Background: an optimization exercise with open tools, aiming at small area and a short achievable clock period. Do not read the settings as production practice.
At most, simulation tests tie the RTL to the original design; equivalence was not proved.
Power is estimated from default activity; no workload was simulated.

Setup of job 1609:
==> flow/design.v (excerpt) <==
module quantizer(
    input         clk,
    input         rst,
    input  [31:0] i_max,
    input  [31:0] i_activation,
    output [7:0]  o_index
);
    wire [23:0] p0;
    wire        a24;
    wire [22:0] nm0;
    wire [3:0]  sh0;
    wire        sat0;
    quant_pre u_quant_pre(
        .clk(clk), .rst(rst), .i_max(i_max), .i_activation(i_activation),
        .o_p(p0), .o_a24(a24), .o_nm(nm0), .o_sh(sh0), .o_sat(sat0)
    );
    wire [23:1] p   [1:8];
    wire        r23 [1:8];
    wire [22:0] nm  [1:8];
    wire [3:0]  sh  [1:8];
    wire        sat [1:8];
    wire [7:0]  q   [1:8];    
    wire c1;
    quant_divider u_step1(.i_p(p0), .i_v24(a24), .i_nm(nm0),
                          .o_bit(c1), .o_p(p[1]), .o_r23(r23[1]));
    assign nm[1]  = nm0;
    assign sh[1]  = sh0;
    assign sat[1] = sat0;
    assign q[1]   = {7'd0, c1};
    genvar k;
    generate
        for (k = 2; k <= 8; k = k + 1) begin : g_stage
            reg [23:1] r_p;
            reg        r_r23;
            reg [22:0] r_nm;
            reg [3:0]  r_sh;
            reg        r_sat;
            reg [6:0]  r_q;
            always @(posedge clk) begin
                r_p   <= p[k-1];
                r_r23 <= r23[k-1];
                r_nm  <= nm[k-1];
                r_sh  <= sh[k-1];
                r_sat <= sat[k-1];
                r_q   <= q[k-1][6:0];
            end
            wire c;
            quant_divider u_step(.i_p({r_p, r_nm[0]}), .i_v24(r_r23), .i_nm(r_nm),
                                 .o_bit(c), .o_p(p[k]), .o_r23(r23[k]));
            assign nm[k]  = r_nm;
            assign sh[k]  = r_sh;
            assign sat[k] = r_sat;
            assign q[k]   = {r_q, c};
        end
    endgenerate
    wire [7:0] idx = sat[8] ? 8'hff : (q[8] >> sh[8]);
    reg [3:0] r_cnt;
    reg [7:0] r_index;
    always @(posedge clk or posedge rst) begin
        if (rst) begin
            r_cnt   <= 4'd0;
            r_index <= 8'd0;
        end else begin
            if (!r_cnt[3])
                r_cnt <= r_cnt + 4'd1;
            r_index <= idx & {8{r_cnt[3]}};
        end
    end
    assign o_index = r_index;
endmodule
For scale: roughly 2900 cells after synthesis, ~460 flip-flops.
clock: 5.0 ns
lec_check: 0
abc_area: 1
cap_margin: 20
core_margin: 2
core_utilization: 60
cts_cluster_diameter: 100
cts_cluster_size: 30
setup_slack_margin: 2.9
slew_margin: 20
standard.sh (not shown) runs the stock make flow with config.mk's settings and CLKGATE_MAP_FILE= SYNTH_SCRIPT=/design/flow/synth_recipe.tcl, a recipe that flattens the netlist after the stock synthesis.
==> flow/flow/run.sh <==
#!/bin/bash
# The standard ORFS layout, run whole; the only change is the cell used
# for the input and output port buffers (the smallest plain buffer instead of the
# delay buffer the resizer picks by default).
set -euo pipefail
export BUFFER_PORTS_ARGS="-buffer_cell sky130_fd_sc_hd__buf_1"
bash standard.sh > standard.log 2>&1
For job 8895, these inputs were changed with respect to job 1609:
--- a/flow/config.mk
+++ b/flow/config.mk
@@ -13,3 +13,3 @@
 export CTS_CLUSTER_SIZE = 30
-export SETUP_SLACK_MARGIN = 2.9
+export SETUP_SLACK_MARGIN = 2.7
 export SLEW_MARGIN = 20
- Job 1609 -> job 8895: proportion of synthesized flip-flops having asynchronous set or reset delta 0, exact match
- Logic depth of the worst path, buffers included: job 8895 vs job 1609 identical
- Clock network fraction of design power delta for job 8895 relative to job 1609: 0.3 points higher
- Lower number of cells upsized or downsized after cts was reported by job 8895, not job 1609.
- Delta (job 8895 minus job 1609): non-clock buffer count went down 10, power attributed to the clock group stayed essentially flat, compound-cell area share of the yosys netlist did not really move, area of the multi-input gates lost about 2.6%.
- Of job 1609 and job 8895, the higher core utilization belongs to job 1609.
- Job 8895: all stages complete, timing, DRC and antenna checks passed
- Count of placed standard cells in the final layout, fillers left out, job 8895 vs job 1609: down slightly
Function was not checked in any run of this note: the RTL went through the layout flow alone.

* * *

== T ==
Another version of the RTL of quantizer (not shown whole).
Size: ~2,200 cells after synthesis, about 450 flip-flops.
==> flow/design.v (excerpt) <==
module quantizer(
    input         clk,
    input         rst,
    input  [31:0] i_max,
    input  [31:0] i_activation,
    output [7:0]  o_index
);
Settings: LEC_CHECK=0, CAP_MARGIN=20, CORE_MARGIN=2, CORE_UTILIZATION=60, SETUP_SLACK_MARGIN=2.6, SLEW_MARGIN=20; clock period 5.0 ns.
run.sh (not shown) runs the stock make flow with config.mk's settings and CLKGATE_MAP_FILE= SYNTH_SCRIPT=/design/flow/synth_recipe.tcl, a recipe that flattens the netlist after the stock synthesis.
Stock flow here: none of the scripts above is used.
For R, these inputs were changed with respect to T:
Settings: swapping 2.6 for 2.0 in SETUP_SLACK_MARGIN.
Findings:
R vs. T: number of buffers inserted to repair setup after CTS went down; maximum frequency did not really move; power share of the clock group went up; cell count went down; number of global-route vias before repair went down. On first-pass GRT wire length: between R and T, it ends up lower for R. Total met2 wirelength after detailed routing down 28% in R wrt T. Taking T as the reference, in R non-clock buffer count moved down, final hold violation count level, total power moved down.
No functional check of the RTL was part of any run of this note.

* * *

Another version of the RTL of quantizer (not shown whole).
Size: about 74 I/O pins, roughly 20000 sq um of cells after synthesis.
clock: 5.0 ns
lec_check: 0
cap_margin: 20
core_margin: 2
core_utilization: 60
cts_cluster_diameter: 100
cts_cluster_size: 30
setup_slack_margin: 2.0
slew_margin: 20
standard.sh (not shown) runs the stock make flow with config.mk's settings and CLKGATE_MAP_FILE= SYNTH_SCRIPT=/design/flow/synth_recipe.tcl, a recipe that flattens the netlist after the stock synthesis.
==> flow/flow/run.sh <==
#!/bin/bash
# The standard ORFS layout, run whole; the only change is the cell used
# for the input and output port buffers (a plain buffer instead of the
# delay buffer the resizer picks by default).
set -euo pipefail
export BUFFER_PORTS_ARGS="-buffer_cell sky130_fd_sc_hd__buf_2"
bash standard.sh > standard.log 2>&1
The first run ran to the end with no violations.
==> next run, changes <==
- SETUP_SLACK_MARGIN: 2.0 -> 2.2
=> The changed run ran to the end with no violations; utilization rises by 1.0 points; setup slack improved by 150 ps; die area does not change; critical path depth does not change; global-route usage falls by 0.20 points; final area rises slightly.
==> next run, changes <==
- SETUP_SLACK_MARGIN: 2.2 -> 2.6
What happened: Non-clock buffer count goes up by 117. Sequential power increases by about 3%. Wire length came out higher by 23%. Combinational power came out higher by 41%. Cell area came out higher by 16%.

* * *

The RTL this note starts from:
==> flow/design.v <==
`timescale 1ns / 1ps
module quant_pre(
    input             clk,
    input             rst,
    input      [31:0] i_max,
    input      [31:0] i_activation,
    output reg [23:0] o_p,      
    output reg        o_a24,    
    output reg [22:0] o_nm,     
    output reg [2:0]  o_sh,     
    output reg        o_sat     
);
    wire [7:0]  em = i_max[30:23];
    wire [7:0]  ea = i_activation[30:23];
    wire [22:0] mm = i_max[22:0];
    wire [22:0] ma = i_activation[22:0];
    wire [7:0]  d  = em - ea;
    wire big  = ea > em;
    wire zero = ea < (em - 8'd8);
    wire eq   = (ea == em);
    reg [24:0] a;
    always @(*) begin
        if (zero & ~big)
            a = 25'd0;
        else if (eq)
            a = {1'b1, ma, 1'b0};
        else
            a = {2'b01, ma};
    end
    always @(posedge clk) begin
        o_p   <= a[23:0] ^ {1'b0, ~mm};
        o_a24 <= a[24];
        o_nm  <= ~mm;
        o_sh  <= eq ? 3'd0 : (d[2:0] - 3'd1);
        o_sat <= big | (eq & ~zero & (ma >= mm));
    end
endmodule
`timescale 1ns / 1ps
module quant_divider (
    input  [23:0] i_p,
    input         i_v24,
    input  [22:0] i_nm,
    output        o_bit,
    output [23:1] o_p,
    output        o_r23
);
    localparam N = 24;
    localparam L = 5;
    wire [N-1:0] b = {1'b0, i_nm};
    wire [N-1:0] p = i_p;
    wire [N-1:0] g = ~p & b;                   
    wire [N-1:0] G [0:2*L-1];
    wire [N-1:0] P [0:2*L-1];
    assign G[0] = {g[N-1:1], p[0] | b[0]};
    assign P[0] = {p[N-1:1], 1'b0};
    genvar l, i;
    generate
        for (l = 0; l < L; l = l + 1) begin : g_up
            for (i = 0; i < N; i = i + 1) begin : g_bit
                if (((i + 1) % (2 << l)) == 0) begin : m
                    assign G[l+1][i] = G[l][i] | (P[l][i] & G[l][i - (1 << l)]);
                    assign P[l+1][i] = P[l][i] & P[l][i - (1 << l)];
                end else begin : k
                    assign G[l+1][i] = G[l][i];
                    assign P[l+1][i] = P[l][i];
                end
            end
        end
        for (l = L - 2; l >= 0; l = l - 1) begin : g_dn
            for (i = 0; i < N; i = i + 1) begin : g_bit
                if (((i + 1) % (2 << l)) == (1 << l) && i > (1 << l)) begin : m
                    assign G[2*L-1-l][i] = G[2*L-2-l][i] | (P[2*L-2-l][i] & G[2*L-2-l][i - (1 << l)]);
                    assign P[2*L-1-l][i] = P[2*L-2-l][i] & P[2*L-2-l][i - (1 << l)];
                end else begin : k
                    assign G[2*L-1-l][i] = G[2*L-2-l][i];
                    assign P[2*L-1-l][i] = P[2*L-2-l][i];
                end
            end
        end
    endgenerate
    wire [N-1:0] cy  = G[2*L-1];               
    wire [N-1:0] cin = {cy[N-2:0], 1'b1};      
    assign o_bit = i_v24 | cy[N-1];
    wire [N:0]   bn  = {2'b00, i_nm};          
    wire [N-1:0] x   = p ^ bn[N:1];
    wire [N-1:0] sel = o_bit ? cin : b;
    wire [N-1:0] r   = x ^ sel ^ bn[N:1];
    assign o_r23 = r[N-1];
    assign o_p   = x[N-2:0] ^ sel[N-2:0];
endmodule
`timescale 1ns / 1ps
module quantizer(
    input         clk,
    input         rst,
    input  [31:0] i_max,
    input  [31:0] i_activation,
    output [7:0]  o_index
);
    wire [23:0] p0;
    wire        a24;
    wire [22:0] nm0;
    wire [2:0]  sh0;
    wire        sat0;
    quant_pre u_quant_pre(
        .clk(clk), .rst(rst), .i_max(i_max), .i_activation(i_activation),
        .o_p(p0), .o_a24(a24), .o_nm(nm0), .o_sh(sh0), .o_sat(sat0)
    );
    wire [23:1] p   [1:8];
    wire        r23 [1:8];
    wire [22:0] nm  [1:8];
    wire [2:0]  sh  [1:8];
    wire        sat [1:8];
    wire [7:0]  q   [1:8];    
    wire c1;
    quant_divider u_step1(.i_p(p0), .i_v24(a24), .i_nm(nm0),
                          .o_bit(c1), .o_p(p[1]), .o_r23(r23[1]));
    assign nm[1]  = nm0;
    assign sh[1]  = sh0;
    assign sat[1] = sat0;
    assign q[1]   = {7'd0, c1};
    genvar k;
    generate
        for (k = 2; k <= 8; k = k + 1) begin : g_stage
            reg [23:1] r_p;
            reg        r_r23;
            reg [22:0] r_nm;
            reg [2:0]  r_sh;
            reg        r_sat;
            reg [6:0]  r_q;
            always @(posedge clk) begin
                r_p   <= p[k-1];
                r_r23 <= r23[k-1];
                r_nm  <= nm[k-1];
                r_sh  <= sh[k-1];
                r_sat <= sat[k-1];
                r_q   <= q[k-1][6:0];
            end
            wire c;
            quant_divider u_step(.i_p({r_p, r_nm[0]}), .i_v24(r_r23), .i_nm(r_nm),
                                 .o_bit(c), .o_p(p[k]), .o_r23(r23[k]));
            assign nm[k]  = r_nm;
            assign sh[k]  = r_sh;
            assign sat[k] = r_sat;
            assign q[k]   = {r_q, c};
        end
    endgenerate
    wire [7:0] idx = sat[8] ? 8'hff : (q[8] >> sh[8]);
    reg [3:0] r_cnt;
    reg [7:0] r_index;
    always @(posedge clk or posedge rst) begin
        if (rst) begin
            r_cnt   <= 4'd0;
            r_index <= 8'd0;
        end else begin
            if (!r_cnt[3])
                r_cnt <= r_cnt + 4'd1;
            r_index <= idx & {8{r_cnt[3]}};
        end
    end
    assign o_index = r_index;
endmodule
Settings: LEC_CHECK=0, CAP_MARGIN=20, CORE_MARGIN=2, CORE_UTILIZATION=55, CTS_CLUSTER_DIAMETER=100, CTS_CLUSTER_SIZE=30, SETUP_SLACK_MARGIN=2.5, SLEW_MARGIN=20; clock period 5.0 ns.
==> flow/flow/run.sh <==
#!/bin/bash
# The standard ORFS layout, run whole; the only change is the cell used
# for the input and output port buffers (the smallest plain buffer instead of the
# delay buffer the resizer picks by default).
set -euo pipefail
export BUFFER_PORTS_ARGS="-buffer_cell sky130_fd_sc_hd__buf_1"
bash standard.sh > standard.log 2>&1
Next try:
==> flow/flow/run.sh (replaced) <==
#!/bin/bash
# The standard ORFS layout, run whole; the only change is the cell used
# for the input and output port buffers (a plain buffer instead of the
# delay buffer the resizer picks by default).
set -euo pipefail
export BUFFER_PORTS_ARGS="-buffer_cell sky130_fd_sc_hd__buf_2"
bash standard.sh > standard.log 2>&1
- CORE_UTILIZATION: 55 -> 60
- SETUP_SLACK_MARGIN: 2.5 -> 2.2
Design area falls by 6.1%.
Critical path depth fell by 5.
Synthesized area does not change.
Clock power barely changes.
Global-route usage shrinks by 0.36 points.
Next try:
- CTS_BUF_LIST: default -> sky130_fd_sc_hd__clkbuf_8
- CTS_CLUSTER_DIAMETER: 100 -> 70
- CTS_CLUSTER_SIZE: 30 -> 18
- SETUP_SLACK_MARGIN: 2.2 -> 2.5
Result: Sequential share of layout area went down by 2.1 points. Routed wire length went up by about 10%. Maximum frequency went up by 7.2%. Final cell count went up by 2.8%. Clock power barely changes.

static timing again, ports no longer ideal:
Ports are ideal in the flow. The routed layouts listed here were re-timed in OpenROAD.
Step 1 sets driving cells, clkbuf_16 on the clock port and buf_2 on the other inputs (assumed; they add their load-dependent delay and slew).
Step 2, shift: input delay + t, output delay - t, t = (earliest + latest rising clock arrival at the registers) / 2. This alone moves slack from input paths to output paths.
a / b / c = ideal / step 1 / step 2; a / b = the first two.
run	t (ns)	slack for setup (ns)	worst setup path at the end
job 1609	0.575	2.704 / 2.691 / 2.116	input to register
job 8895	0.573	2.653 / 2.648 / 2.076	input to register
T	0.610	2.033 / 2.033 / 1.852	input to register
R	0.613	2.032 / 2.032 / 1.484	input to register
the first run of note 3	0.579	2.156 / 2.156 / 1.725	input to register
the second run of note 3	0.570	2.302 / 2.302 / 1.793	input to register
the third run of note 3	0.579	2.253 / 2.253 / 1.772	input to register
the first run of note 4	0.577	2.458 / 2.445 / 1.867	input to register
the second run of note 4	0.568	2.275 / 2.275 / 1.810	input to register
the third run of note 4	0.657	2.458 / 2.458 / 1.914	input to register
After both steps setup and hold are still met in every run listed. For the first run of note 4, which loses most, drivers alone change the setup slack by -0.013 ns; drivers and shift together by -0.591 ns.
